Background: an optimization exercise with open tools, aiming at small area and a short achievable clock period. Do not read the settings as production practice. RTL that was checked went through simulation tests only; none was proved equivalent to the original. For runs 1 to 3, only the layout was checked, not whether the RTL still works. Power figures rest on the tool's default switching activity, not on a simulated workload.

## flow/design.v (module list and top-level ports; edited modules follow where they fit)
// module top: 32 lines
// module mac_pp: 327 lines
// module mac_np: 327 lines
// module mac_pn: 327 lines
// module mac_nn: 327 lines
// module fa: 4 lines
// module fax: 6 lines
// module ha: 4 lines
// module hax: 4 lines
// module x2: 3 lines
// module xn2: 3 lines
module top(clk,reset,a1,a2,a3,b1,b2,b3,c1,c2,c3,c4,c5,c6,c7,c8,c9);
  // ...
==> flow/flow/run.sh <==
#!/bin/bash
# Standard ORFS layout with small port buffers and no CTS dummy loads.
set -euo pipefail
export BUFFER_PORTS_ARGS="-buffer_cell sky130_fd_sc_hd__buf_2"
export CTS_ARGS="-sink_clustering_enable -repair_clock_nets -dont_use_dummy_load -buf_list sky130_fd_sc_hd__clkbuf_8"
bash standard.sh > standard_flow.log 2>&1
==> flow/standard.sh <==
#!/bin/bash
# synth_recipe.tcl (not shown) runs the flow's synth.tcl, then flattens the netlist and writes it again
# the make line also repeats each setting of config.mk as NAME=value (left out here)
make -C /OpenROAD-flow-scripts/flow DESIGN_CONFIG=/design/flow/config.mk WORK_HOME=/design/flow/orfs CLKGATE_MAP_FILE= SYNTH_SCRIPT=/design/flow/synth_recipe.tcl "${@:-finish}"
==> flow/config.mk <==
export PLATFORM = sky130hd
export DESIGN_NAME = top
export DESIGN_NICKNAME = top
export VERILOG_FILES = /design/flow/design.v
export SDC_FILE = /design/flow/constraint.sdc
export NUM_CORES = 4
export LEC_CHECK = 0
export CAP_MARGIN = 20
export CORE_MARGIN = 2
export CORE_UTILIZATION = 40
export SLEW_MARGIN = 20
export SYNTH_HIERARCHICAL = 1
==> flow/constraint.sdc <==
create_clock -name core_clock -period 6.0 [get_ports {clk}]
set_input_delay 1.2000 -clock core_clock [delete_from_list [all_inputs] [get_ports {clk}]]
set_output_delay 1.2000 -clock core_clock [all_outputs]
set_load 0.01 [all_outputs]
==> impl_results.rst, run 1 <==
.. list-table::
   :header-rows: 1

   * - Metric
     - Value
   * - Maximum VDD drop
     - ~0.38 mV
   * - Most frequent cells in the layout
     - 582 x sky130_fd_sc_hd__xor2_1, 391 x sky130_fd_sc_hd__nor2_1, 310 x sky130_fd_sc_hd__nor2b_1
   * - Setup Slack @ Placement
     - 1.22 ns
   * - Layer carrying the most global-route usage
     - met2
   * - Status
     - complete, no violations
   * - Reg-to-reg startpoint
     - b11n[3]
   * - Count of input and output buffers
     - ~200
   * - Power per unit of standard cell area
     - ~330 nW/um2
   * - Worst path arrival time
     - about 4.8 ns
   * - Fraction of met3 tracks used by global routing
     - under 10%
   * - Final Wtd Congestion
     - around 0.87
   * - Global-route wire length before repair
     - between 100 and 150 mm
   * - DRC Markers
     - 0
   * - Inserted Diodes
     - 1
   * - Critical path startpoint category
     - input pin
   * - Slowest library cell on the worst path
     - sky130_fd_sc_hd__fa_1
   * - Routed Antenna Nets
     - 0
   * - PostCTS Resize Cnt
     - 0
   * - Die boundary width
     - approximately 260 um
   * - Count of multi-input gates
     - 2424
   * - Fin nets
     - 3292
   * - Reg2reg end
     - acc5[12]
   * - CORE AREA
     - approximately 63000 um2
   * - Area occupied by registers
     - 4980 um2
   * - Leakage power total
     - roughly 0.014 uW
   * - Initial core utilization
     - between 40% and 50%
==> run 2: changes to the inputs <==
--- a/flow/config.mk
+++ b/flow/config.mk
@@ -8,5 +8,6 @@
 export CAP_MARGIN = 20
 export CORE_MARGIN = 2
 export CORE_UTILIZATION = 40
+export SETUP_SLACK_MARGIN = 1.9
 export SLEW_MARGIN = 20
 export SYNTH_HIERARCHICAL = 1
==> impl_results.rst, run 2 <==
.. list-table::
   :header-rows: 1

   * - Metric
     - Value
   * - Status
     - complete, no violations (unchanged)
   * - Sequential Power Share
     - 22.9% (was 25.0%)
   * - Final setup fails
     - 0 (unchanged)
   * - Compound-Gate Fraction of Synth Area
     - 13.7% (unchanged)
   * - Mapped Cells
     - 2774 (unchanged)
   * - Count of pins on the block boundary
     - 203 (unchanged)
   * - Clock Skews
     - 0.0389 ns (was 0.0384 ns)
   * - Library cell used as clock root buffer
     - sky130_fd_sc_hd__clkbuf_8 (unchanged)
   * - Initial DRC Count
     - 949 (was 916)
   * - Pin count of the biggest net entering global routing
     - 88 (was 116)
   * - Source-to-sink clock delay at the later pin of the worst-skew pair
     - 0.63 ns (was 0.64 ns)
   * - Post-synth top flop
     - sky130_fd_sc_hd__dfxtp_1 (unchanged)
   * - Post-synthesis simple-gate area fraction
     - 20.1% (unchanged)
   * - CP Capture Type
     - flop (unchanged)
   * - Fraction of layout cells with a size suffix above 1
     - 16.8% (was 9.60%)
   * - Count of input and output buffers
     - 202 (unchanged)
   * - Pin slew with the least headroom to its limit
     - 0.856 ns (was 0.802 ns)
   * - Syn nets
     - 3116 (unchanged)
   * - Max Fanout on Critical Path
     - 9 (unchanged)
   * - Unrepaired setup endpoints after global routing
     - true (was false)
   * - Logic gate share of total power
     - 62.6% (was 58.9%)
   * - Average wire length per cell after detail routing
     - 17.7 um (was 17.5 um)
   * - Seq cells post-synth
     - 249 (unchanged)
   * - Final period utilization
     - 66.9% (was 71.5%)
   * - Global-route wire length before repair
     - 110 mm (was 109 mm)
   * - Via count
     - 20300 (was 20100)
   * - Total grt overflow
     - 0 (unchanged)
   * - Post-CTS Hold Buffers
     - 0 (unchanged)
   * - Maximum VDD drop
     - 0.431 mV (was 0.376 mV)
   * - Mean Syn Cell Area
     - 9.21 um2 (unchanged)
   * - Critical Path Stages
     - 16 (was 14)
   * - Number of warning messages in the yosys log
     - 7 (unchanged)
   * - DRC Markers
     - 0 (unchanged)
   * - Slowest library cell on the worst path
     - sky130_fd_sc_hd__xor2_1 (was sky130_fd_sc_hd__fa_1)
   * - Die boundary width
     - 257 um (unchanged)
   * - Most common cell after layout, fill and taps aside
     - sky130_fd_sc_hd__xor2_1 (unchanged)
   * - H-tree depth reported by CTS
     - 2 (unchanged)
   * - Time the worst path needs with I/O delays and setup
     - 4.01 ns (was 4.29 ns)
   * - Number of max-capacitance violations reported
     - 0 (unchanged)
   * - Internal power
     - 5470 uW (was 4940 uW)
   * - CTS tree
     - yes (unchanged)
   * - Most area-consuming cells after synthesis
     - sky130_fd_sc_hd__xor2_1 20%, sky130_fd_sc_hd__dfxtp_1 20%, sky130_fd_sc_hd__fa_1 18% (unchanged)
   * - Cell type with the highest occurrence count on the critical path
     - sky130_fd_sc_hd__a22o_1 (was sky130_fd_sc_hd__xor2_1)
   * - Fraction of the yosys area taken by sequential cells
     - 19.5% (unchanged)
   * - Combinational family with the most area after synthesis
     - XOR/XNOR gates (unchanged)
   * - Number of buffers on the longest clock path
     - 3 (unchanged)
   * - Netlist area before placement
     - 25500 um2 (unchanged)
   * - Final design utilization
     - 46.6% (was 44.4%)
   * - Unique cell type count in the Yosys netlist
     - 31 (unchanged)
   * - Cell with the most instances after synthesis
     - sky130_fd_sc_hd__xor2_1 (unchanged)
   * - Required time at the worst-slack endpoint
     - 6.48 ns (about the same)
   * - Reg2reg path depth
     - 14 (unchanged)
   * - Register-to-register setup slack
     - 2.12 ns (was 2.00 ns)
   * - Number of enable flip-flop cells after synthesis
     - 0 (unchanged)
   * - CTS Buf Count
     - 52 (was 53)
   * - Number of cells on the worst hold path
     - 2 (unchanged)
   * - Count of buffering cells on the critical path with inverters included
     - 2 (was 1)
   * - Sum of negative setup slack
     - 0 ns (unchanged)
   * - Power share of the clock group
     - 14.5% (was 16.1%)
   * - Cell taking the most area after synthesis
     - sky130_fd_sc_hd__xor2_1 (unchanged)
   * - CORE AREA
     - 63100 um2 (unchanged)
   * - DR vias/cell
     - 5.27 (was 5.30)
   * - Total number of clock tree sinks
     - 249 (unchanged)
   * - Share of cell area taken by muxes after synthesis
     - 0% (unchanged)
   * - Most frequent cells in the layout
     - 492 x sky130_fd_sc_hd__xor2_1, 391 x sky130_fd_sc_hd__nor2_1, 283 x sky130_fd_sc_hd__nor2b_1 (was 582 x sky130_fd_sc_hd__xor2_1, 391 x sky130_fd_sc_hd__nor2_1, 310 x sky130_fd_sc_hd__nor2b_1)
   * - HPWL after detailed placement
     - 52.0 mm (was 51.5 mm)
   * - Cells traversed along the worst timing path
     - buf_2 -> and2_1 -> xor2_2 -> a22o_1 -> buf_4 -> a22o_1 -> xor2_1 -> xor2_1 -> a22o_1 -> xor2_2 -> a32oi_2 -> a21oi_2 -> nor3_1 -> a211oi_2 -> xnor2_1 -> nor2_1 (was buf_2 -> nor2b_1 -> xor2_1 -> xor2_1 -> fa_1 -> xor2_1 -> xor2_1 -> xor2_1 -> and4_1 -> a41o_1 -> o21ai_2 -> o31ai_1 -> xnor2_1 -> nor2_1)
   * - Total wire length
     - 68.3 mm (was 66.5 mm)
   * - Antenna violations before repair
     - 1 (unchanged)
   * - Number of rows in the core area
     - 92 (unchanged)
   * - Max Clock Freq
     - 249 MHz (was 233 MHz)
   * - Area share of the largest cell type after synthesis
     - 20.0% (unchanged)
   * - Global router's overall resource usage
     - 20.3% (was 20.1%)
   * - Worst path arrival time
     - 4.50 ns (was 4.77 ns)
   * - Pwr Total
     - 10100 uW (was 9200 uW)
   * - Initial core utilization
     - 40.5% (unchanged)
   * - Die area
     - 65900 um2 (unchanged)
   * - Async set or reset register ratio after synthesis
     - 0% (unchanged)
   * - Routed Antenna Nets
     - 0 (unchanged)
   * - Critical path startpoint category
     - input pin (unchanged)
   * - Final Wtd Congestion
     - 0.870 (was 0.873)
   * - First-pass iteration count of the detailed router
     - 5 (unchanged)
   * - Final hold violation count
     - 0 (unchanged)
   * - Worst rel slew slack
     - 42.9% (was 46.6%)
   * - Power per unit of standard cell area
     - 345 nW/um2 (was 328 nW/um2)
   * - Post-Synth XOR/XNOR Area
     - 24.0% (unchanged)
   * - Delay of the slowest cell on the worst path
     - 0.38 ns (was 0.48 ns)
   * - Register clock-pin slew on the reported worst setup and hold paths
     - 0.05 ns (was 0.04 ns)
   * - Via count of the first global-routing pass
     - 21600 (was 21100)
   * - Adder-cell share of the synthesized area
     - 21.1% (unchanged)
   * - Leakage power total
     - 0.0146 uW (was 0.0143 uW)
   * - Path type of the worst min-delay path
     - reg2reg (unchanged)
   * - Synth cell count leaders
     - 582 x sky130_fd_sc_hd__xor2_1, 391 x sky130_fd_sc_hd__nor2_1, 310 x sky130_fd_sc_hd__nor2b_1 (unchanged)
   * - Crit Path Class
     - in2reg (unchanged)
   * - Vertical die dimension
     - 257 um (unchanged)
   * - Slew Limit Fails
     - 0 (unchanged)
   * - Switch share
     - 45.9% (was 46.3%)
   * - Post-synthesis to final-layout area growth
     - 15.0% (was 9.69%)
   * - Net switching component of the power
     - 4650 uW (was 4260 uW)
   * - Fin nets
     - 3344 (was 3292)
   * - Delay-heaviest family, CP
     - compound AO/OA/AOI/OAI gates (was XOR/XNOR gates)
[run 2: cell counts after synthesis]
No cell type changed its count.
[run 2: layout make-up]
cell class / count / area, um2
Timing Repair Buffer: 257 / 1440
Sequential cell: 249 / 5020
Antenna cell: 1 / 2.50
Tap cell: 846 / 1060
Clock buffer: 52 / 716
Fill cell: 6106 / 33700
Multi-Input combinational cell: 2424 / 21100
Inverter: 18 / 67.6
[run 2: per-stage QoR]
| stage | setup WS (ns) | instances | hold slack (ns) | cell area (um2) |
|---|---|---|---|---|
| 2_1_floorplan | 1.91 | 2774 | 0.406 | 25600 |
| 3_3_place_gp | 1.25 | 3741 | 0.490 | 27300 |
| 3_5_place_dp | 1.11 | 3741 | 0.495 | 27300 |
| 4_1_cts | 1.90 | 3793 | 0.506 | 28100 |
| 5_1_grt | 1.78 | 3847 | 0.547 | 29400 |
| 6_report | 1.99 | 3847 | 0.499 | 29400 |
[run 2: worst paths after layout]
check / from / endpoint
max: a1[1] / acc1[16]
min: acc8[16] / acc8[16]
max reg2reg: a22n[4] / acc9[15]
min reg2reg: acc8[16] / acc8[16]
[run 2: per-module statistics from Yosys (local to each module, per instance), a selection]
module	copies in the design	cells
fa	233	1
fax	226	1
ha	59	1
hax	22	1
mac_nn	4	140
mac_np	2	124
mac_pn	2	124
mac_pp	1	124
x2	582	1
xn2	117	1
[run 2: cell families (layout without fill, tap and decap cells)]
kind of cell | Yosys count | count (layout)
and+or+nand+nor | 1009 | 1009
xor gates and xnor gates | 699 | 699
AOI/OAI and AO/OA | 424 | 424
buffers and inverters | 101 | 327
DFF | 249 | 249
adders and majority gates | 292 | 292
other | 0 | 1
[run 2: routing by layer]
layer	wire, um	part of all wire [%]	GRT usage [%]	vias up
met4	1970	2.9	6.38	0
met3	2950	4.3	3.35	127
met1	29700	43	25.2	10100
li1	-	-	-	9619
met5	0	0	0	-
met2	33700	49	35.9	419
[run 2: worst register-to-register path: stages (launching register included)]
cell                      delay [ns]
sky130_fd_sc_hd__dfxtp_1        0.56
sky130_fd_sc_hd__nor2_1         0.12
sky130_fd_sc_hd__xor2_1         0.23
sky130_fd_sc_hd__a22o_1         0.23
sky130_fd_sc_hd__xor2_1         0.28
sky130_fd_sc_hd__xor2_1         0.32
sky130_fd_sc_hd__a22o_1         0.23
sky130_fd_sc_hd__fa_1           0.47
sky130_fd_sc_hd__xor2_2         0.19
sky130_fd_sc_hd__a32oi_1        0.41
sky130_fd_sc_hd__nand2_1        0.18
sky130_fd_sc_hd__nor3_1         0.21
sky130_fd_sc_hd__o21ai_1        0.11
sky130_fd_sc_hd__xnor2_1        0.16
sky130_fd_sc_hd__nor2_1         0.05
[run 2: power groups by stage]
stage | Sequential [uW] | Combinational (uW) | Clock (uW)
CTS | 2310 | 5450 | 1550
detailed placement | 2340 | 5360 | 0
floorplan | 2300 | 4180 | 0
global route | 2350 | 6980 | 1610
finish | 2310 | 6340 | 1470
global placement | 2330 | 5260 | 0
[run 2: what timing repair did]
action / CTS / global route
pin swaps: 0 / 85
hold endpoints to repair: 0 / 0
setup buffers: 0 / 53
resized for setup: 7 / 169
endpoints found under the setup margin: 4 / 52
==> run 3: changes to the inputs <==
--- a/flow/config.mk
+++ b/flow/config.mk
@@ -8,6 +8,6 @@
 export CAP_MARGIN = 20
 export CORE_MARGIN = 2
 export CORE_UTILIZATION = 40
-export SETUP_SLACK_MARGIN = 1.9
+export SETUP_SLACK_MARGIN = 2.15
 export SLEW_MARGIN = 20
 export SYNTH_HIERARCHICAL = 1
==> impl_results.rst, run 3 <==
.. list-table::
   :header-rows: 1

   * - Metric
     - Value
   * - Status
     - complete, no violations (unchanged)
   * - Max Fanout on Critical Path
     - 9 (unchanged)
   * - Seq cells post-synth
     - 249 (unchanged)
   * - Max Clock Freq
     - 258 MHz (was 249 MHz)
   * - Total number of clock tree sinks
     - 249 (unchanged)
   * - Post-synthesis simple-gate area fraction
     - 20.1% (unchanged)
   * - HPWL after detailed placement
     - 52.2 mm (was 52.0 mm)
   * - Fill count
     - 5784 (was 6106)
   * - Share of cell area taken by muxes after synthesis
     - 0% (unchanged)
   * - Critical path startpoint category
     - input pin (unchanged)
   * - Slew Limit Fails
     - 0 (unchanged)
   * - Total grt overflow
     - 0 (unchanged)
   * - Netlist area before placement
     - 25500 um2 (unchanged)
   * - Global-route wire length before repair
     - 111 mm (was 110 mm)
   * - Number of rows in the core area
     - 92 (unchanged)
   * - First-pass iteration count of the detailed router
     - 6 (was 5)
   * - Die area
     - 65900 um2 (unchanged)
   * - Number of buffers on the longest clock path
     - 3 (unchanged)
   * - Slowest library cell on the worst path
     - sky130_fd_sc_hd__xor2_1 (unchanged)
   * - Most common cell after layout, fill and taps aside
     - sky130_fd_sc_hd__xor2_1 (unchanged)
   * - Count of pins on the block boundary
     - 203 (unchanged)
   * - Mapped Cells
     - 2774 (unchanged)
   * - Cell with the most instances after synthesis
     - sky130_fd_sc_hd__xor2_1 (unchanged)
   * - Area share of the largest cell type after synthesis
     - 20.0% (unchanged)
   * - Final setup fails
     - 0 (unchanged)
   * - Post-synthesis to final-layout area growth
     - 25.9% (was 15.0%)
   * - Hold Worst Slack
     - 0.505 ns (was 0.499 ns)
   * - Final hold violation count
     - 0 (unchanged)
   * - Most area-consuming cells after synthesis
     - sky130_fd_sc_hd__xor2_1 20%, sky130_fd_sc_hd__dfxtp_1 20%, sky130_fd_sc_hd__fa_1 18% (unchanged)
   * - Adder-cell share of the synthesized area
     - 21.1% (unchanged)
   * - Source-to-sink clock delay at the later pin of the worst-skew pair
     - 0.65 ns (was 0.63 ns)
   * - Number of cells on the worst hold path
     - 2 (unchanged)
   * - CTS tree
     - yes (unchanged)
   * - Clock Skews
     - 0.0529 ns (was 0.0389 ns)
   * - Number of warning messages in the yosys log
     - 7 (unchanged)
   * - Initial core utilization
     - 40.5% (unchanged)
   * - Register clock-pin slew on the reported worst setup and hold paths
     - 0.06 ns (was 0.05 ns)
   * - Antenna violations before repair
     - 1 (unchanged)
   * - Library cell used as clock root buffer
     - sky130_fd_sc_hd__clkbuf_8 (unchanged)
   * - Worst rel slew slack
     - 46.2% (was 42.9%)
   * - Unrepaired setup endpoints after global routing
     - true (unchanged)
   * - DR vias/cell
     - 5.34 (was 5.27)
   * - Synth cell count leaders
     - 582 x sky130_fd_sc_hd__xor2_1, 391 x sky130_fd_sc_hd__nor2_1, 310 x sky130_fd_sc_hd__nor2b_1 (unchanged)
   * - Routed Antenna Nets
     - 0 (unchanged)
   * - Via count of the first global-routing pass
     - 21400 (was 21600)
   * - Count of buffering cells on the critical path with inverters included
     - 2 (unchanged)
   * - Required time at the worst-slack endpoint
     - 6.51 ns (was 6.48 ns)
   * - Reg-to-reg startpoint
     - b10n[7] (was a22n[4])
   * - Layout Cell Area excl Fill
     - 32200 um2 (was 29400 um2)
   * - H-tree depth reported by CTS
     - 2 (unchanged)
   * - Cells traversed along the worst timing path
     - clkbuf_4 -> and2_4 -> xor2_2 -> xor2_2 -> a22o_1 -> xor2_2 -> xor2_2 -> xor2_1 -> xor2_1 -> xor2_2 -> a32oi_2 -> nand2_2 -> o21ai_4 -> buf_4 -> o31ai_4 -> xnor2_1 -> nor2_1 (was buf_2 -> and2_1 -> xor2_2 -> a22o_1 -> buf_4 -> a22o_1 -> xor2_1 -> xor2_1 -> a22o_1 -> xor2_2 -> a32oi_2 -> a21oi_2 -> nor3_1 -> a211oi_2 -> xnor2_1 -> nor2_1)
   * - Time the worst path needs with I/O delays and setup
     - 3.87 ns (was 4.01 ns)
   * - Delay of the slowest cell on the worst path
     - 0.33 ns (was 0.38 ns)
   * - Instance area at placement
     - 27700 um2 (was 27300 um2)
   * - Cell type with the highest occurrence count on the critical path
     - sky130_fd_sc_hd__xor2_2 (was sky130_fd_sc_hd__a22o_1)
   * - Cell taking the most area after synthesis
     - sky130_fd_sc_hd__xor2_1 (unchanged)
   * - Number of enable flip-flop cells after synthesis
     - 0 (unchanged)
   * - Die boundary width
     - 257 um (unchanged)
   * - Syn nets
     - 3116 (unchanged)
   * - Sum of negative setup slack
     - 0 ns (unchanged)
   * - DRC Markers
     - 0 (unchanged)
   * - Fraction of the yosys area taken by sequential cells
     - 19.5% (unchanged)
   * - Fin nets
     - 3428 (was 3344)
   * - Final period utilization
     - 64.6% (was 66.9%)
   * - Average wire length per cell after detail routing
     - 18.4 um (was 17.7 um)
   * - Via count
     - 21000 (was 20300)
   * - Async set or reset register ratio after synthesis
     - 0% (unchanged)
   * - Path type of the worst min-delay path
     - reg2reg (unchanged)
   * - CTS Buf Count
     - 52 (unchanged)
   * - Crit Path Class
     - in2reg (unchanged)
   * - Delay-heaviest family, CP
     - XOR/XNOR gates (was compound AO/OA/AOI/OAI gates)
   * - Worst hold path endpoint
     - acc6[16] (was acc8[16])
   * - Origin of the worst min-delay path
     - acc6[16] (was acc8[16])
   * - Leakage power total
     - 0.0155 uW (was 0.0146 uW)
   * - Pin count of the biggest net entering global routing
     - 115 (was 88)
   * - Vertical die dimension
     - 257 um (unchanged)
   * - Total wire length
     - 72.4 mm (was 68.3 mm)
   * - Most frequent cells in the layout
     - 390 x sky130_fd_sc_hd__xor2_1, 385 x sky130_fd_sc_hd__nor2_1, 246 x sky130_fd_sc_hd__a22o_1 (was 492 x sky130_fd_sc_hd__xor2_1, 391 x sky130_fd_sc_hd__nor2_1, 283 x sky130_fd_sc_hd__nor2b_1)
   * - Post-CTS Hold Buffers
     - 0 (unchanged)
   * - Final Wtd Congestion
     - 0.860 (was 0.870)
   * - CORE AREA
     - 63100 um2 (unchanged)
   * - Compound-Gate Fraction of Synth Area
     - 13.7% (unchanged)
   * - Count of input and output buffers
     - 202 (unchanged)
   * - Reg2reg path depth
     - 15 (was 14)
   * - Fraction of layout cells with a size suffix above 1
     - 29.1% (was 16.8%)
   * - Post-synth top flop
     - sky130_fd_sc_hd__dfxtp_1 (unchanged)
   * - Register-to-register setup slack
     - 2.22 ns (was 2.12 ns)
   * - Combinational family with the most area after synthesis
     - XOR/XNOR gates (unchanged)
   * - Number of max-capacitance violations reported
     - 0 (unchanged)
   * - Reg2reg end
     - acc4[16] (was acc9[15])
   * - Worst path arrival time
     - 4.38 ns (was 4.50 ns)
   * - Unique cell type count in the Yosys netlist
     - 31 (unchanged)
   * - Maximum VDD drop
     - 0.486 mV (was 0.431 mV)
   * - Pin slew with the least headroom to its limit
     - 0.807 ns (was 0.856 ns)
   * - Post-Synth XOR/XNOR Area
     - 24.0% (unchanged)
   * - CP Capture Type
     - flop (unchanged)
   * - Power per unit of standard cell area
     - 355 nW/um2 (was 345 nW/um2)
   * - Global router's overall resource usage
     - 20.7% (was 20.3%)
   * - Mean Syn Cell Area
     - 9.21 um2 (unchanged)
   * - Initial DRC Count
     - 974 (was 949)
run 3: through the flow:
| stage | setup WS, ns | total power [uW] | util (%) | instances |
|---|---|---|---|---|
| after global routing | 1.96 | 12200 | 51.0 | 3932 |
| after CTS | 2.14 | 9790 | 45.6 | 3816 |
| after detailed placement | 1.28 | 7930 | 43.8 | 3741 |
| after global placement | 1.34 | 7830 | 43.8 | 3741 |
| after floorplan | 2.00 | 6690 | - | 2774 |
| final | 2.13 | 11400 | 51.0 | 3932 |
run 3: where the power goes:
| group | switching [uW] | internal, uW | total (uW) |
|---|---|---|---|
| Combinational | 4110 | 3490 | 7590 |
| Clock | 723 | 752 | 1470 |
| Sequential | 377 | 1970 | 2340 |
run 3: worst max path at each step:
stage,startpoint,end,cells past startpoint
floorplan,a1[5],acc1[16],13
global placement,b2[5],acc2[14],14
detailed placement,b2[5],acc2[14],14
CTS,b2[2],acc2[14],16
global route,b3[7],acc3[13],17
finish,a1[7],acc1[14],17
run 3: kinds of logic after synthesis:
logic type	Yosys count
simple gates	1009
xor+xnor	699
compound gates	424
fa+ha+maj	292
flops	249
buf+inv	101
run 3: worst min-delay path, cell delays in order, from the launching register on:
cell and delay [ns]:
sky130_fd_sc_hd__dfxtp_1 0.33, sky130_fd_sc_hd__xnor2_1 0.06, sky130_fd_sc_hd__nor2_1 0.07
run 3: timing repair:
item                                    4_1_cts  5_1_grt
pin swaps                                    41      279
resized for setup                            63      535
endpoints found under the setup margin       41       72
gates cloned                                  0        2
endpoints found under the hold margin         0        0
setup buffers                                23      112
run 3: area by class of cell:
class / count / area [um2] / share of cell area [%]
diodes: 2 / 5.00 / 0.0156
clock buffers: 52 / 716 / 2.23
inverters: 18 / 67.6 / 0.210
multi-input cells: 2424 / 22800 / 71.1
flip-flops and latches: 249 / 5080 / 15.8
well taps: 846 / 1060 / 3.29
repair buffers: 341 / 2380 / 7.39
run 3: per-layer routing:
metal	track usage, %	wire, um
met1	26.1	30700
met3	3.30	3820
met5	0	0
met4	7.43	2440
met2	35.8	35500
run 3: per-module statistics from Yosys, one instance, submodules excluded, excerpt:
module  cells inside  flops+latches  area [um2]
x2                 1              0        8.76
top              355            249        5660
fa                 1              0        20.0
mac_pp           124              0         738
xn2                1              0        8.76
mac_nn           140              0         638
mac_pn           124              0         738
mac_np           124              0         738
ha                 1              0        12.5
==> module mac_nn, before the edit <==
module mac_nn(input wire [7:0] an, input wire [7:0] bn, input wire [16:0] acc, input wire reset, output wire [16:0] nxt);
  wire pp0_0 = ~an[0] & ~bn[0];
  wire pp0_1 = ~an[0] & ~bn[1];
  wire pp0_2 = ~an[0] & ~bn[2];
  wire pp0_3 = ~an[0] & ~bn[3];
  wire pp0_4 = ~an[0] & ~bn[4];
  wire pp0_5 = ~an[0] & ~bn[5];
  wire pp0_6 = ~an[0] & ~bn[6];
  wire pp0_7 = ~an[0] & ~bn[7];
  wire pp1_0 = ~an[1] & ~bn[0];
  wire pp1_1 = ~an[1] & ~bn[1];
  wire pp1_2 = ~an[1] & ~bn[2];
  wire pp1_3 = ~an[1] & ~bn[3];
  wire pp1_4 = ~an[1] & ~bn[4];
  wire pp1_5 = ~an[1] & ~bn[5];
  wire pp1_6 = ~an[1] & ~bn[6];
  wire pp1_7 = ~an[1] & ~bn[7];
  wire pp2_0 = ~an[2] & ~bn[0];
  wire pp2_1 = ~an[2] & ~bn[1];
  wire pp2_2 = ~an[2] & ~bn[2];
  wire pp2_3 = ~an[2] & ~bn[3];
  wire pp2_4 = ~an[2] & ~bn[4];
  wire pp2_5 = ~an[2] & ~bn[5];
  wire pp2_6 = ~an[2] & ~bn[6];
  wire pp2_7 = ~an[2] & ~bn[7];
  wire pp3_0 = ~an[3] & ~bn[0];
  wire pp3_1 = ~an[3] & ~bn[1];
  wire pp3_2 = ~an[3] & ~bn[2];
  wire pp3_3 = ~an[3] & ~bn[3];
  wire pp3_4 = ~an[3] & ~bn[4];
  wire pp3_5 = ~an[3] & ~bn[5];
  wire pp3_6 = ~an[3] & ~bn[6];
  wire pp3_7 = ~an[3] & ~bn[7];
  wire pp4_0 = ~an[4] & ~bn[0];
  wire pp4_1 = ~an[4] & ~bn[1];
  wire pp4_2 = ~an[4] & ~bn[2];
  wire pp4_3 = ~an[4] & ~bn[3];
  wire pp4_4 = ~an[4] & ~bn[4];
  wire pp4_5 = ~an[4] & ~bn[5];
  wire pp4_6 = ~an[4] & ~bn[6];
  wire pp4_7 = ~an[4] & ~bn[7];
  wire pp5_0 = ~an[5] & ~bn[0];
  wire pp5_1 = ~an[5] & ~bn[1];
  wire pp5_2 = ~an[5] & ~bn[2];
  wire pp5_3 = ~an[5] & ~bn[3];
  wire pp5_4 = ~an[5] & ~bn[4];
  wire pp5_5 = ~an[5] & ~bn[5];
  wire pp5_6 = ~an[5] & ~bn[6];
  wire pp5_7 = ~an[5] & ~bn[7];
  wire pp6_0 = ~an[6] & ~bn[0];
  wire pp6_1 = ~an[6] & ~bn[1];
  wire pp6_2 = ~an[6] & ~bn[2];
  wire pp6_3 = ~an[6] & ~bn[3];
  wire pp6_4 = ~an[6] & ~bn[4];
  wire pp6_5 = ~an[6] & ~bn[5];
  wire pp6_6 = ~an[6] & ~bn[6];
  wire pp6_7 = ~an[6] & ~bn[7];
  wire pp7_0 = ~an[7] & ~bn[0];
  wire pp7_1 = ~an[7] & ~bn[1];
  wire pp7_2 = ~an[7] & ~bn[2];
  wire pp7_3 = ~an[7] & ~bn[3];
  wire pp7_4 = ~an[7] & ~bn[4];
  wire pp7_5 = ~an[7] & ~bn[5];
  wire pp7_6 = ~an[7] & ~bn[6];
  wire pp7_7 = ~an[7] & ~bn[7];
  wire s1, c1;
  hax us1 (acc[5], pp0_5, s1, c1);
  wire s2, c2;
  fa us2 (acc[6], pp0_6, pp1_5, s2, c2);
  wire s3, c3;
  hax us3 (pp2_4, pp3_3, s3, c3);
  wire s4, c4;
  fax us4 (acc[7], pp0_7, pp1_6, s4, c4);
  wire s5, c5;
  fax us5 (pp2_5, pp3_4, pp4_3, s5, c5);
  wire s6, c6;
  ha us6 (pp5_2, pp6_1, s6, c6);
  wire s7, c7;
  fax us7 (acc[8], pp1_7, pp2_6, s7, c7);
  wire s8, c8;
  fax us8 (pp3_5, pp4_4, pp5_3, s8, c8);
  wire s9, c9;
  hax us9 (pp6_2, pp7_1, s9, c9);
  wire s10, c10;
  fax us10 (acc[9], pp2_7, pp3_6, s10, c10);
  wire s11, c11;
  fax us11 (pp4_5, pp5_4, pp6_3, s11, c11);
  wire s12, c12;
  fa us12 (acc[10], pp3_7, pp4_6, s12, c12);
  wire s13, c13;
  ha us13 (acc[3], pp0_3, s13, c13);
  wire s14, c14;
  fa us14 (acc[4], pp0_4, pp1_3, s14, c14);
  wire s15, c15;
  ha us15 (pp2_2, pp3_1, s15, c15);
  wire s16, c16;
  fax us16 (pp1_4, pp2_3, pp3_2, s16, c16);
  wire s17, c17;
  fax us17 (pp4_1, pp5_0, s1, s17, c17);
  wire s18, c18;
  fax us18 (pp4_2, pp5_1, pp6_0, s18, c18);
  wire s19, c19;
  fax us19 (c1, s3, s2, s19, c19);
  wire s20, c20;
  fax us20 (pp7_0, c3, s6, s20, c20);
  wire s21, c21;
  fa us21 (c2, s4, s5, s21, c21);
  wire s22, c22;
  fax us22 (c6, s9, c4, s22, c22);
  wire s23, c23;
  fa us23 (c5, s7, s8, s23, c23);
  wire s24, c24;
  fax us24 (pp7_2, c9, c7, s24, c24);
  wire s25, c25;
  fa us25 (c8, s10, s11, s25, c25);
  wire s26, c26;
  fa us26 (pp5_5, pp6_4, pp7_3, s26, c26);
  wire s27, c27;
  fax us27 (c10, c11, s12, s27, c27);
  wire s28, c28;
  fa us28 (acc[11], pp4_7, pp5_6, s28, c28);
  wire s29, c29;
  fax us29 (pp6_5, pp7_4, c12, s29, c29);
  wire s30, c30;
  fax us30 (acc[12], pp5_7, pp6_6, s30, c30);
  wire s31, c31;
  ha us31 (acc[2], pp0_2, s31, c31);
  wire s32, c32;
  fa us32 (pp1_2, pp2_1, pp3_0, s32, c32);
  wire s33, c33;
  fa us33 (pp4_0, c13, s15, s33, c33);
  wire s34, c34;
  fa us34 (c15, c14, s16, s34, c34);
  wire s35, c35;
  fa us35 (c16, c17, s18, s35, c35);
  wire s36, c36;
  fax us36 (c18, s20, c19, s36, c36);
  wire s37, c37;
  fax us37 (c20, s22, c21, s37, c37);
  wire s38, c38;
  fax us38 (s24, c22, c23, s38, c38);
  wire s39, c39;
  fax us39 (s26, c24, s27, s39, c39);
  wire s40, c40;
  fax us40 (c26, s28, s29, s40, c40);
  wire s41, c41;
  fa us41 (pp7_5, c28, s30, s41, c41);
  wire s42, c42;
  fa us42 (acc[13], pp6_7, pp7_6, s42, c42);
  wire s43, c43;
  ha us43 (acc[1], pp0_1, s43, c43);
  wire s44, c44;
  fa us44 (pp1_1, pp2_0, s31, s44, c44);
  wire s45, c45;
  fa us45 (c31, s13, s32, s45, c45);
  wire s46, c46;
  fa us46 (c32, s14, s33, s46, c46);
  wire s47, c47;
  fa us47 (s17, c33, s34, s47, c47);
  wire s48, c48;
  fa us48 (s19, c34, s35, s48, c48);
  wire s49, c49;
  fa us49 (c35, s21, s36, s49, c49);
  wire s50, c50;
  fax us50 (s23, c36, s37, s50, c50);
  wire s51, c51;
  fax us51 (s25, c37, s38, s51, c51);
  wire s52, c52;
  fax us52 (c25, c38, s39, s52, c52);
  wire s53, c53;
  fa us53 (c27, s40, c39, s53, c53);
  wire s54, c54;
  fa us54 (c29, s41, c40, s54, c54);
  wire s55, c55;
  fa us55 (c30, s42, c41, s55, c55);
  wire s56, c56;
  fa us56 (acc[14], pp7_7, c42, s56, c56);
  wire rs0, rc1;
  ha r0 (acc[0], pp0_0, rs0, rc1);
  assign nxt[0] = rs0 & ~reset;
  wire rs1, rc2;
  fa r1 (pp1_0, s43, rc1, rs1, rc2);
  assign nxt[1] = rs1 & ~reset;
  wire rs2, rc3;
  fa r2 (s44, c43, rc2, rs2, rc3);
  assign nxt[2] = rs2 & ~reset;
  wire rs3, rc4;
  fa r3 (s45, c44, rc3, rs3, rc4);
  assign nxt[3] = rs3 & ~reset;
  wire p4_4, g4_4;
  x2 px4 (s46, c45, p4_4);
  assign g4_4 = s46 & c45;
  wire p5_5, g5_5;
  x2 px5 (s47, c46, p5_5);
  assign g5_5 = s47 & c46;
  wire p6_6, g6_6;
  x2 px6 (s48, c47, p6_6);
  assign g6_6 = s48 & c47;
  wire p7_7, g7_7;
  x2 px7 (s49, c48, p7_7);
  assign g7_7 = s49 & c48;
  wire p8_8, g8_8;
  x2 px8 (s50, c49, p8_8);
  assign g8_8 = s50 & c49;
  wire p9_9, g9_9;
  x2 px9 (s51, c50, p9_9);
  assign g9_9 = s51 & c50;
  wire p10_10, g10_10;
  x2 px10 (s52, c51, p10_10);
  assign g10_10 = s52 & c51;
  wire p11_11, g11_11;
  x2 px11 (s53, c52, p11_11);
  assign g11_11 = s53 & c52;
  wire p12_12, g12_12;
  x2 px12 (s54, c53, p12_12);
  assign g12_12 = s54 & c53;
  wire p13_13, g13_13;
  x2 px13 (s55, c54, p13_13);
  assign g13_13 = s55 & c54;
  wire p14_14, g14_14;
  x2 px14 (s56, c55, p14_14);
  assign g14_14 = s56 & c55;
  wire p15_15, g15_15;
  x2 px15 (acc[15], c56, p15_15);
  assign g15_15 = acc[15] & c56;
  wire g4_3 = g4_4 | (p4_4 & rc4);
  wire g5_4 = g5_5 | (p5_5 & g4_4);
  wire p5_4 = p5_5 & p4_4;
  wire g6_5 = g6_6 | (p6_6 & g5_5);
  wire p6_5 = p6_6 & p5_5;
  wire g7_6 = g7_7 | (p7_7 & g6_6);
  wire p7_6 = p7_7 & p6_6;
  wire g8_7 = g8_8 | (p8_8 & g7_7);
  wire p8_7 = p8_8 & p7_7;
  wire g9_8 = g9_9 | (p9_9 & g8_8);
  wire p9_8 = p9_9 & p8_8;
  wire g10_9 = g10_10 | (p10_10 & g9_9);
  wire p10_9 = p10_10 & p9_9;
  wire g11_10 = g11_11 | (p11_11 & g10_10);
  wire p11_10 = p11_11 & p10_10;
  wire g12_11 = g12_12 | (p12_12 & g11_11);
  wire p12_11 = p12_12 & p11_11;
  wire g13_12 = g13_13 | (p13_13 & g12_12);
  wire p13_12 = p13_13 & p12_12;
  wire g14_13 = g14_14 | (p14_14 & g13_13);
  wire p14_13 = p14_14 & p13_13;
  wire g15_14 = g15_15 | (p15_15 & g14_14);
  wire p15_14 = p15_15 & p14_14;
  wire g5_3 = g5_4 | (p5_4 & rc4);
  wire g6_3 = g6_5 | (p6_5 & g4_3);
  wire g7_4 = g7_6 | (p7_6 & g5_4);
  wire p7_4 = p7_6 & p5_4;
  wire g8_5 = g8_7 | (p8_7 & g6_5);
  wire p8_5 = p8_7 & p6_5;
  wire g9_6 = g9_8 | (p9_8 & g7_6);
  wire p9_6 = p9_8 & p7_6;
  wire g10_7 = g10_9 | (p10_9 & g8_7);
  wire p10_7 = p10_9 & p8_7;
  wire g11_8 = g11_10 | (p11_10 & g9_8);
  wire p11_8 = p11_10 & p9_8;
  wire g12_9 = g12_11 | (p12_11 & g10_9);
  wire p12_9 = p12_11 & p10_9;
  wire g13_10 = g13_12 | (p13_12 & g11_10);
  wire p13_10 = p13_12 & p11_10;
  wire g14_11 = g14_13 | (p14_13 & g12_11);
  wire p14_11 = p14_13 & p12_11;
  wire g15_12 = g15_14 | (p15_14 & g13_12);
  wire p15_12 = p15_14 & p13_12;
  wire g7_3 = g7_4 | (p7_4 & rc4);
  wire g8_3 = g8_5 | (p8_5 & g4_3);
  wire g9_3 = g9_6 | (p9_6 & g5_3);
  wire g10_3 = g10_7 | (p10_7 & g6_3);
  wire g11_4 = g11_8 | (p11_8 & g7_4);
  wire p11_4 = p11_8 & p7_4;
  wire g12_5 = g12_9 | (p12_9 & g8_5);
  wire p12_5 = p12_9 & p8_5;
  wire g13_6 = g13_10 | (p13_10 & g9_6);
  wire p13_6 = p13_10 & p9_6;
  wire g14_7 = g14_11 | (p14_11 & g10_7);
  wire p14_7 = p14_11 & p10_7;
  wire g15_8 = g15_12 | (p15_12 & g11_8);
  wire p15_8 = p15_12 & p11_8;
  wire g11_3 = g11_4 | (p11_4 & rc4);
  wire g12_3 = g12_5 | (p12_5 & g4_3);
  wire g13_3 = g13_6 | (p13_6 & g5_3);
  wire g14_3 = g14_7 | (p14_7 & g6_3);
  wire g15_3 = g15_8 | (p15_8 & g7_3);
  wire sn4;
  xn2 sx4 (p4_4, rc4, sn4);
  assign nxt[4] = ~(sn4 | reset);
  wire sn5;
  xn2 sx5 (p5_5, g4_3, sn5);
  assign nxt[5] = ~(sn5 | reset);
  wire sn6;
  xn2 sx6 (p6_6, g5_3, sn6);
  assign nxt[6] = ~(sn6 | reset);
  wire sn7;
  xn2 sx7 (p7_7, g6_3, sn7);
  assign nxt[7] = ~(sn7 | reset);
  wire sn8;
  xn2 sx8 (p8_8, g7_3, sn8);
  assign nxt[8] = ~(sn8 | reset);
  wire sn9;
  xn2 sx9 (p9_9, g8_3, sn9);
  assign nxt[9] = ~(sn9 | reset);
  wire sn10;
  xn2 sx10 (p10_10, g9_3, sn10);
  assign nxt[10] = ~(sn10 | reset);
  wire sn11;
  xn2 sx11 (p11_11, g10_3, sn11);
  assign nxt[11] = ~(sn11 | reset);
  wire sn12;
  xn2 sx12 (p12_12, g11_3, sn12);
  assign nxt[12] = ~(sn12 | reset);
  wire sn13;
  xn2 sx13 (p13_13, g12_3, sn13);
  assign nxt[13] = ~(sn13 | reset);
  wire sn14;
  xn2 sx14 (p14_14, g13_3, sn14);
  assign nxt[14] = ~(sn14 | reset);
  wire sn15;
  xn2 sx15 (p15_15, g14_3, sn15);
  assign nxt[15] = ~(sn15 | reset);
  wire sn16;
  xn2 sx16 (acc[16], g15_3, sn16);
  assign nxt[16] = ~(sn16 | reset);
endmodule
==> run 4: changes to the inputs <==
--- a/flow/design.v
+++ b/flow/design.v
@@ -1077,27 +1077,27 @@
   wire pp7_6 = ~an[7] & ~bn[6];
   wire pp7_7 = ~an[7] & ~bn[7];
   wire s1, c1;
-  hax us1 (acc[5], pp0_5, s1, c1);
+  ha us1 (acc[5], pp0_5, s1, c1);
   wire s2, c2;
   fa us2 (acc[6], pp0_6, pp1_5, s2, c2);
   wire s3, c3;
   hax us3 (pp2_4, pp3_3, s3, c3);
   wire s4, c4;
-  fax us4 (acc[7], pp0_7, pp1_6, s4, c4);
+  fa us4 (acc[7], pp0_7, pp1_6, s4, c4);
   wire s5, c5;
-  fax us5 (pp2_5, pp3_4, pp4_3, s5, c5);
+  fa us5 (pp2_5, pp3_4, pp4_3, s5, c5);
   wire s6, c6;
-  ha us6 (pp5_2, pp6_1, s6, c6);
+  hax us6 (pp5_2, pp6_1, s6, c6);
   wire s7, c7;
-  fax us7 (acc[8], pp1_7, pp2_6, s7, c7);
+  fa us7 (acc[8], pp1_7, pp2_6, s7, c7);
   wire s8, c8;
-  fax us8 (pp3_5, pp4_4, pp5_3, s8, c8);
+  fa us8 (pp3_5, pp4_4, pp5_3, s8, c8);
   wire s9, c9;
-  hax us9 (pp6_2, pp7_1, s9, c9);
+  ha us9 (pp6_2, pp7_1, s9, c9);
   wire s10, c10;
-  fax us10 (acc[9], pp2_7, pp3_6, s10, c10);
+  fa us10 (acc[9], pp2_7, pp3_6, s10, c10);
   wire s11, c11;
-  fax us11 (pp4_5, pp5_4, pp6_3, s11, c11);
+  fa us11 (pp4_5, pp5_4, pp6_3, s11, c11);
   wire s12, c12;
   fa us12 (acc[10], pp3_7, pp4_6, s12, c12);
   wire s13, c13;
@@ -1107,15 +1107,15 @@
   wire s15, c15;
   ha us15 (pp2_2, pp3_1, s15, c15);
   wire s16, c16;
-  fax us16 (pp1_4, pp2_3, pp3_2, s16, c16);
+  fa us16 (pp1_4, pp2_3, pp3_2, s16, c16);
   wire s17, c17;
-  fax us17 (pp4_1, pp5_0, s1, s17, c17);
+  fa us17 (pp4_1, pp5_0, s1, s17, c17);
   wire s18, c18;
-  fax us18 (pp4_2, pp5_1, pp6_0, s18, c18);
+  fa us18 (pp4_2, pp5_1, pp6_0, s18, c18);
   wire s19, c19;
   fax us19 (c1, s3, s2, s19, c19);
   wire s20, c20;
-  fax us20 (pp7_0, c3, s6, s20, c20);
+  fa us20 (pp7_0, c3, s6, s20, c20);
   wire s21, c21;
   fa us21 (c2, s4, s5, s21, c21);
   wire s22, c22;
@@ -1129,13 +1129,13 @@
   wire s26, c26;
   fa us26 (pp5_5, pp6_4, pp7_3, s26, c26);
   wire s27, c27;
-  fax us27 (c10, c11, s12, s27, c27);
+  fa us27 (c10, c11, s12, s27, c27);
   wire s28, c28;
   fa us28 (acc[11], pp4_7, pp5_6, s28, c28);
   wire s29, c29;
   fax us29 (pp6_5, pp7_4, c12, s29, c29);
   wire s30, c30;
-  fax us30 (acc[12], pp5_7, pp6_6, s30, c30);
+  fa us30 (acc[12], pp5_7, pp6_6, s30, c30);
   wire s31, c31;
   ha us31 (acc[2], pp0_2, s31, c31);
   wire s32, c32;
@@ -1147,7 +1147,7 @@
   wire s35, c35;
   fa us35 (c16, c17, s18, s35, c35);
   wire s36, c36;
-  fax us36 (c18, s20, c19, s36, c36);
+  fa us36 (c18, s20, c19, s36, c36);
   wire s37, c37;
   fax us37 (c20, s22, c21, s37, c37);
   wire s38, c38;
@@ -1155,7 +1155,7 @@
   wire s39, c39;
   fax us39 (s26, c24, s27, s39, c39);
   wire s40, c40;
-  fax us40 (c26, s28, s29, s40, c40);
+  fa us40 (c26, s28, s29, s40, c40);
   wire s41, c41;
   fa us41 (pp7_5, c28, s30, s41, c41);
   wire s42, c42;
@@ -1175,11 +1175,11 @@
   wire s49, c49;
   fa us49 (c35, s21, s36, s49, c49);
   wire s50, c50;
-  fax us50 (s23, c36, s37, s50, c50);
+  fa us50 (s23, c36, s37, s50, c50);
   wire s51, c51;
-  fax us51 (s25, c37, s38, s51, c51);
+  fa us51 (s25, s38, c37, s51, c51);
   wire s52, c52;
-  fax us52 (c25, c38, s39, s52, c52);
+  fa us52 (c25, c38, s39, s52, c52);
   wire s53, c53;
   fa us53 (c27, s40, c39, s53, c53);
   wire s54, c54;
@@ -1200,9 +1200,9 @@
   wire rs3, rc4;
   fa r3 (s45, c44, rc3, rs3, rc4);
   assign nxt[3] = rs3 & ~reset;
-  wire p4_4, g4_4;
-  x2 px4 (s46, c45, p4_4);
-  assign g4_4 = s46 & c45;
+  wire rs4, rc5;
+  fa r4 (s46, c45, rc4, rs4, rc5);
+  assign nxt[4] = rs4 & ~reset;
   wire p5_5, g5_5;
   x2 px5 (s47, c46, p5_5);
   assign g5_5 = s47 & c46;
@@ -1236,9 +1236,7 @@
   wire p15_15, g15_15;
   x2 px15 (acc[15], c56, p15_15);
   assign g15_15 = acc[15] & c56;
-  wire g4_3 = g4_4 | (p4_4 & rc4);
-  wire g5_4 = g5_5 | (p5_5 & g4_4);
-  wire p5_4 = p5_5 & p4_4;
+  wire g5_4 = g5_5 | (p5_5 & rc5);
   wire g6_5 = g6_6 | (p6_6 & g5_5);
   wire p6_5 = p6_6 & p5_5;
   wire g7_6 = g7_7 | (p7_7 & g6_6);
@@ -1259,10 +1257,8 @@
   wire p14_13 = p14_14 & p13_13;
   wire g15_14 = g15_15 | (p15_15 & g14_14);
   wire p15_14 = p15_15 & p14_14;
-  wire g5_3 = g5_4 | (p5_4 & rc4);
-  wire g6_3 = g6_5 | (p6_5 & g4_3);
+  wire g6_4 = g6_5 | (p6_5 & rc5);
   wire g7_4 = g7_6 | (p7_6 & g5_4);
-  wire p7_4 = p7_6 & p5_4;
   wire g8_5 = g8_7 | (p8_7 & g6_5);
   wire p8_5 = p8_7 & p6_5;
   wire g9_6 = g9_8 | (p9_8 & g7_6);
@@ -1279,12 +1275,10 @@
   wire p14_11 = p14_13 & p12_11;
   wire g15_12 = g15_14 | (p15_14 & g13_12);
   wire p15_12 = p15_14 & p13_12;
-  wire g7_3 = g7_4 | (p7_4 & rc4);
-  wire g8_3 = g8_5 | (p8_5 & g4_3);
-  wire g9_3 = g9_6 | (p9_6 & g5_3);
-  wire g10_3 = g10_7 | (p10_7 & g6_3);
+  wire g8_4 = g8_5 | (p8_5 & rc5);
+  wire g9_4 = g9_6 | (p9_6 & g5_4);
+  wire g10_4 = g10_7 | (p10_7 & g6_4);
   wire g11_4 = g11_8 | (p11_8 & g7_4);
-  wire p11_4 = p11_8 & p7_4;
   wire g12_5 = g12_9 | (p12_9 & g8_5);
   wire p12_5 = p12_9 & p8_5;
   wire g13_6 = g13_10 | (p13_10 & g9_6);
@@ -1293,49 +1287,45 @@
   wire p14_7 = p14_11 & p10_7;
   wire g15_8 = g15_12 | (p15_12 & g11_8);
   wire p15_8 = p15_12 & p11_8;
-  wire g11_3 = g11_4 | (p11_4 & rc4);
-  wire g12_3 = g12_5 | (p12_5 & g4_3);
-  wire g13_3 = g13_6 | (p13_6 & g5_3);
-  wire g14_3 = g14_7 | (p14_7 & g6_3);
-  wire g15_3 = g15_8 | (p15_8 & g7_3);
-  wire sn4;
-  xn2 sx4 (p4_4, rc4, sn4);
-  assign nxt[4] = ~(sn4 | reset);
+  wire g12_4 = g12_5 | (p12_5 & rc5);
+  wire g13_4 = g13_6 | (p13_6 & g5_4);
+  wire g14_4 = g14_7 | (p14_7 & g6_4);
+  wire g15_4 = g15_8 | (p15_8 & g7_4);
   wire sn5;
-  xn2 sx5 (p5_5, g4_3, sn5);
+  xn2 sx5 (p5_5, rc5, sn5);
   assign nxt[5] = ~(sn5 | reset);
   wire sn6;
-  xn2 sx6 (p6_6, g5_3, sn6);
+  xn2 sx6 (p6_6, g5_4, sn6);
   assign nxt[6] = ~(sn6 | reset);
   wire sn7;
-  xn2 sx7 (p7_7, g6_3, sn7);
+  xn2 sx7 (p7_7, g6_4, sn7);
   assign nxt[7] = ~(sn7 | reset);
   wire sn8;
-  xn2 sx8 (p8_8, g7_3, sn8);
+  xn2 sx8 (p8_8, g7_4, sn8);
   assign nxt[8] = ~(sn8 | reset);
   wire sn9;
-  xn2 sx9 (p9_9, g8_3, sn9);
+  xn2 sx9 (p9_9, g8_4, sn9);
   assign nxt[9] = ~(sn9 | reset);
   wire sn10;
-  xn2 sx10 (p10_10, g9_3, sn10);
+  xn2 sx10 (p10_10, g9_4, sn10);
   assign nxt[10] = ~(sn10 | reset);
   wire sn11;
-  xn2 sx11 (p11_11, g10_3, sn11);
+  xn2 sx11 (p11_11, g10_4, sn11);
   assign nxt[11] = ~(sn11 | reset);
   wire sn12;
-  xn2 sx12 (p12_12, g11_3, sn12);
+  xn2 sx12 (p12_12, g11_4, sn12);
   assign nxt[12] = ~(sn12 | reset);
   wire sn13;
-  xn2 sx13 (p13_13, g12_3, sn13);
+  xn2 sx13 (p13_13, g12_4, sn13);
   assign nxt[13] = ~(sn13 | reset);
   wire sn14;
-  xn2 sx14 (p14_14, g13_3, sn14);
+  xn2 sx14 (p14_14, g13_4, sn14);
   assign nxt[14] = ~(sn14 | reset);
   wire sn15;
-  xn2 sx15 (p15_15, g14_3, sn15);
+  xn2 sx15 (p15_15, g14_4, sn15);
   assign nxt[15] = ~(sn15 | reset);
   wire sn16;
-  xn2 sx16 (acc[16], g15_3, sn16);
+  xn2 sx16 (acc[16], g15_4, sn16);
   assign nxt[16] = ~(sn16 | reset);
 endmodule
 module fa(input wire x, input wire y, input wire z, output wire s, output wire c);
--- a/flow/config.mk
+++ b/flow/config.mk
@@ -8,6 +8,6 @@
 export CAP_MARGIN = 20
 export CORE_MARGIN = 2
 export CORE_UTILIZATION = 40
-export SETUP_SLACK_MARGIN = 2.15
+export SETUP_SLACK_MARGIN = 1.9
 export SLEW_MARGIN = 20
 export SYNTH_HIERARCHICAL = 1
==> impl_results.rst, run 4 <==
.. list-table::
   :header-rows: 1

   * - Metric
     - Value
   * - Mapped Cells
     - 2634 (was 2774)
   * - Total number of clock tree sinks
     - 249 (unchanged)
   * - Net switching component of the power
     - 4600 uW (was 5210 uW)
   * - Post-CTS Hold Buffers
     - 0 (unchanged)
   * - Cells traversed along the worst timing path
     - buf_2 -> nor2b_2 -> xor2_1 -> xor2_1 -> a22o_1 -> xor2_1 -> buf_4 -> xor2_2 -> xor2_2 -> xor2_2 -> xor2_1 -> buf_4 -> nand2_1 -> nand2_1 -> o21ai_4 -> o31ai_2 -> xnor2_1 -> nor2_1 (was clkbuf_4 -> and2_4 -> xor2_2 -> xor2_2 -> a22o_1 -> xor2_2 -> xor2_2 -> xor2_1 -> xor2_1 -> xor2_2 -> a32oi_2 -> nand2_2 -> o21ai_4 -> buf_4 -> o31ai_4 -> xnor2_1 -> nor2_1)
   * - Cell taking the most area after synthesis
     - sky130_fd_sc_hd__fa_1 (was sky130_fd_sc_hd__xor2_1)
   * - Crit Path Class
     - in2reg (unchanged)
   * - Initial DRC Count
     - 867 (was 974)
   * - Post-synth top flop
     - sky130_fd_sc_hd__dfxtp_1 (unchanged)
   * - Area occupied by registers
     - 5040 um2 (was 5080 um2)
   * - H-tree depth reported by CTS
     - 2 (unchanged)
   * - Number of rows in the core area
     - 92 (unchanged)
   * - Initial core utilization
     - 40.2% (was 40.5%)
   * - Via count
     - 19300 (was 21000)
   * - Sequential Power Share
     - 22.9% (was 20.5%)
   * - Finished Layout Cells
     - 3693 (was 3932)
   * - Final period utilization
     - 67.5% (was 64.6%)
   * - DP Cell Count
     - 3601 (was 3741)
   * - Switch share
     - 45.8% (was 45.6%)
   * - Via count of the first global-routing pass
     - 20300 (was 21400)
   * - Final setup fails
     - 0 (unchanged)
   * - Area taken by multi-input logic gates
     - 20800 um2 (was 22800 um2)
   * - Fraction of layout cells with a size suffix above 1
     - 18.9% (was 29.1%)
   * - Average wire length per cell after detail routing
     - 17.8 um (was 18.4 um)
   * - Slowest library cell on the worst path
     - sky130_fd_sc_hd__o31ai_2 (was sky130_fd_sc_hd__xor2_1)
   * - Most area-consuming cells after synthesis
     - sky130_fd_sc_hd__fa_1 24%, sky130_fd_sc_hd__dfxtp_1 20%, sky130_fd_sc_hd__xor2_1 15% (was sky130_fd_sc_hd__xor2_1 20%, sky130_fd_sc_hd__dfxtp_1 20%, sky130_fd_sc_hd__fa_1 18%)
   * - First-pass iteration count of the detailed router
     - 5 (was 6)
   * - Power share of the clock group
     - 14.6% (was 12.9%)
   * - Antenna violations before repair
     - 2 (was 1)
   * - Final Wtd Congestion
     - 0.879 (was 0.860)
   * - Die area
     - 65100 um2 (was 65900 um2)
   * - Count of input and output buffers
     - 202 (unchanged)
   * - DRC Markers
     - 0 (unchanged)
   * - Final hold violation count
     - 0 (unchanged)
   * - HPWL after detailed placement
     - 50.2 mm (was 52.2 mm)
   * - Delay-heaviest family, CP
     - XOR/XNOR gates (unchanged)
   * - Required time at the worst-slack endpoint
     - 6.50 ns (was 6.51 ns)
   * - Area share of the largest cell type after synthesis
     - 24.2% (was 20.0%)
   * - Most frequent cells in the layout
     - 383 x sky130_fd_sc_hd__nor2_1, 340 x sky130_fd_sc_hd__xor2_1, 296 x sky130_fd_sc_hd__fa_1 (was 390 x sky130_fd_sc_hd__xor2_1, 385 x sky130_fd_sc_hd__nor2_1, 246 x sky130_fd_sc_hd__a22o_1)
   * - Netlist area before placement
     - 25200 um2 (was 25500 um2)
   * - Cell with the most instances after synthesis
     - sky130_fd_sc_hd__xor2_1 (unchanged)
   * - Die boundary width
     - 255 um (was 257 um)
   * - CORE AREA
     - 62700 um2 (was 63100 um2)
   * - Worst rel slew slack
     - 40.3% (was 46.2%)
   * - Clock Skews
     - 0.0441 ns (was 0.0529 ns)
   * - Maximum VDD drop
     - 0.340 mV (was 0.486 mV)
   * - Critical path startpoint category
     - input pin (unchanged)
   * - Total wire length
     - 65.8 mm (was 72.4 mm)
   * - Fraction of the yosys area taken by sequential cells
     - 19.8% (was 19.5%)
   * - Slew Limit Fails
     - 0 (unchanged)
   * - Logic gate share of total power
     - 62.5% (was 66.5%)
   * - Most common cell after layout, fill and taps aside
     - sky130_fd_sc_hd__nor2_1 (was sky130_fd_sc_hd__xor2_1)
   * - Sum of negative setup slack
     - 0 ns (unchanged)
   * - Library cell used as clock root buffer
     - sky130_fd_sc_hd__clkbuf_8 (unchanged)
   * - CTS tree
     - yes (unchanged)
   * - Time the worst path needs with I/O delays and setup
     - 4.05 ns (was 3.87 ns)
   * - CTS Buf Count
     - 52 (unchanged)
   * - Path type of the worst min-delay path
     - reg2reg (unchanged)
   * - Count of buffering cells on the critical path with inverters included
     - 3 (was 2)
   * - Number of warning messages in the yosys log
     - 7 (unchanged)
   * - Vertical die dimension
     - 255 um (was 257 um)
   * - Pin slew with the least headroom to its limit
     - 0.895 ns (was 0.807 ns)
   * - Max Clock Freq
     - 247 MHz (was 258 MHz)
   * - Cell type with the highest occurrence count on the critical path
     - sky130_fd_sc_hd__xor2_1 (was sky130_fd_sc_hd__xor2_2)
   * - Seq cells post-synth
     - 249 (unchanged)
   * - DR vias/cell
     - 5.24 (was 5.34)
   * - Leakage power total
     - 0.0140 uW (was 0.0155 uW)
   * - Global router's overall resource usage
     - 20.1% (was 20.7%)
   * - Source-to-sink clock delay at the later pin of the worst-skew pair
     - 0.64 ns (was 0.65 ns)
   * - CP Capture Type
     - flop (unchanged)
   * - Number of enable flip-flop cells after synthesis
     - 0 (unchanged)
   * - Max Fanout on Critical Path
     - 9 (unchanged)
   * - Number of buffers on the longest clock path
     - 3 (unchanged)
   * - Worst path arrival time
     - 4.55 ns (was 4.38 ns)
   * - Syn nets
     - 3052 (was 3116)
   * - Fin nets
     - 3266 (was 3428)
   * - Mean Syn Cell Area
     - 9.57 um2 (was 9.21 um2)
   * - Delay of the slowest cell on the worst path
     - 0.30 ns (was 0.33 ns)
   * - Count of pins on the block boundary
     - 203 (unchanged)
   * - Routed Antenna Nets
     - 0 (unchanged)
   * - Internal power
     - 5440 uW (was 6200 uW)
   * - Register clock-pin slew on the reported worst setup and hold paths
     - 0.06 ns (about the same)
   * - Total grt overflow
     - 0 (unchanged)
   * - Global-route wire length before repair
     - 105 mm (was 111 mm)
   * - Status
     - complete, no violations (unchanged)
   * - Async set or reset register ratio after synthesis
     - 0% (unchanged)
   * - Unique cell type count in the Yosys netlist
     - 39 (was 31)
   * - Number of max-capacitance violations reported
     - 0 (unchanged)
   * - Unrepaired setup endpoints after global routing
     - true (unchanged)
   * - Post-synthesis to final-layout area growth
     - 15.3% (was 25.9%)
   * - Power per unit of standard cell area
     - 345 nW/um2 (was 355 nW/um2)
   * - Synth cell count leaders
     - 438 x sky130_fd_sc_hd__xor2_1, 383 x sky130_fd_sc_hd__nor2_1, 306 x sky130_fd_sc_hd__nor2b_1 (was 582 x sky130_fd_sc_hd__xor2_1, 391 x sky130_fd_sc_hd__nor2_1, 310 x sky130_fd_sc_hd__nor2b_1)
   * - Pin count of the biggest net entering global routing
     - 92 (was 115)
   * - Fill count
     - 5978 (was 5784)
==> run 4: cell count changes after synthesis, moves of 8 or more <==
cell                      change
sky130_fd_sc_hd__nor3_1       -8
sky130_fd_sc_hd__inv_1        +8
sky130_fd_sc_hd__o21ai_0     +12
sky130_fd_sc_hd__a22o_1      -76
sky130_fd_sc_hd__fa_1        +72
sky130_fd_sc_hd__nor2_1       -8
sky130_fd_sc_hd__o21ai_1      -8
sky130_fd_sc_hd__nand4_1     +12
sky130_fd_sc_hd__xor2_1     -144
==> run 4: cells by family after synthesis <==
kind of cell	after synthesis	synth area share, %
adders and majority gates	368	27.3
and+or+nand+nor	993	20.0
AOI/OAI and AO/OA	368	12.0
DFF	249	19.8
buffers and inverters	105	1.71
xor gates and xnor gates	551	19.1
==> run 4: path summary, 6_finish.rpt <==
check                           slack [ns]      from       end  cells past startpoint
worst min-delay path                  0.50  acc6[16]  acc6[16]                      2
worst min register to register        0.50  acc6[16]  acc6[16]                      2
worst max-delay path                  1.95     b3[2]  acc3[14]                     18
worst max register to register        2.08   b22n[6]  acc9[13]                     12
==> run 4: area by class of cell <==
cell class / instances / area share, %
Sequential cell: 249 / 17.3
Clock buffer: 52 / 2.46
Inverter: 22 / 0.284
Tap cell: 846 / 3.64
Multi-Input combinational cell: 2280 / 71.7
Timing Repair Buffer: 243 / 4.59
Antenna cell: 1 / 0.00860
==> run 4: timing repair <==
| action | 4_1_cts | 5_1_grt |
|---|---|---|
| setup buffers | 1 | 38 |
| setup endpoints to repair | 8 | 60 |
| pin swaps | 1 | 83 |
| cloned | 0 | 0 |
| resized for setup | 9 | 202 |
==> run 4: power by group through the flow <==
| stage | Clock (uW) | Sequential, uW | Combinational [uW] |
|---|---|---|---|
| after floorplan | 0 | 2290 | 4140 |
| after global placement | 0 | 2320 | 5250 |
| after detailed placement | 0 | 2320 | 5340 |
| after CTS | 1560 | 2290 | 5420 |
| after global routing | 1610 | 2330 | 6910 |
| final | 1470 | 2300 | 6270 |
==> run 4: per-module statistics from Yosys (local to each module, per instance), excerpt <==
module  times used  area [um2]
fax            158        8.76
xn2            113        8.76
mac_pn           2         738
mac_nn           4         662
fa             305        20.0
hax             18        6.26
mac_pp           1         738
ha              63        12.5
==> run 4: worst register-to-register path: stages, from the launching register on <==
cell	delay [ns]
sky130_fd_sc_hd__dfxtp_1	0.50
sky130_fd_sc_hd__nor2_1	0.12
sky130_fd_sc_hd__fa_1	0.53
sky130_fd_sc_hd__a22o_1	0.24
sky130_fd_sc_hd__fa_1	0.43
sky130_fd_sc_hd__fa_1	0.64
sky130_fd_sc_hd__xor2_2	0.28
sky130_fd_sc_hd__nand3_1	0.13
sky130_fd_sc_hd__o22ai_1	0.24
sky130_fd_sc_hd__o211ai_1	0.18
sky130_fd_sc_hd__a31oi_1	0.28
sky130_fd_sc_hd__xnor2_1	0.15
sky130_fd_sc_hd__nor2_1	0.06
==> run 4: metal layers <==
metal | GRT usage, % | vias up | part of all wire, %
met5 | 0 | - | 0.011
met4 | 6.10 | 2 | 2.5
met3 | 4.00 | 110 | 5.3
met2 | 34.5 | 433 | 49
met1 | 25.5 | 9743 | 44
li1 | - | 9050 | -
==> run 4: stage by stage <==
stage	setup slack [ns]	instance area, um2	utilization (%)	total power [uW]	hold WS [ns]
6_report	1.95	29100	46.4	10000	0.500
3_3_place_gp	1.18	27000	43.0	7570	0.486
3_5_place_dp	1.15	27000	43.0	7660	0.495
5_1_grt	1.75	29100	46.4	10900	0.546
4_1_cts	1.91	27800	44.2	9260	0.508
2_1_floorplan	1.91	25300	-	6430	0.406

==> re-timing with driven ports <==
No port has a modelled driver above. Below, the same layouts with a new extraction and two added sets of constraints. Step 1 assumes that a clkbuf_16 drives the clock port and a buf_2 every other input. Step 2, shift: input delay + t, output delay - t, t = (earliest + latest rising clock arrival at the registers) / 2. This alone moves slack from input paths to output paths. Slacks: ideal ports / drivers / drivers and shift; pairs: ideal ports / drivers.
run	t (ns)	setup WS [ns]	worst register clock-pin slew, ns	worst slew at a driven data input, ns	pins driven straight from the clock port
run 1	0.673	1.713 / 1.748 / 1.075	0.06 / 0.06	0.03	1
run 2	0.665	1.985 / 2.023 / 1.358	0.06 / 0.06	0.04	1
run 3	0.684	2.126 / 2.096 / 1.412	0.06 / 0.06	0.13	1
run 4	0.674	1.948 / 1.980 / 1.306	0.06 / 0.06	0.06	1
After both steps every run listed still meets setup and hold. The setup slack of run 3, which loses most, moves by -0.030 ns with the drivers and by -0.714 ns with both steps.
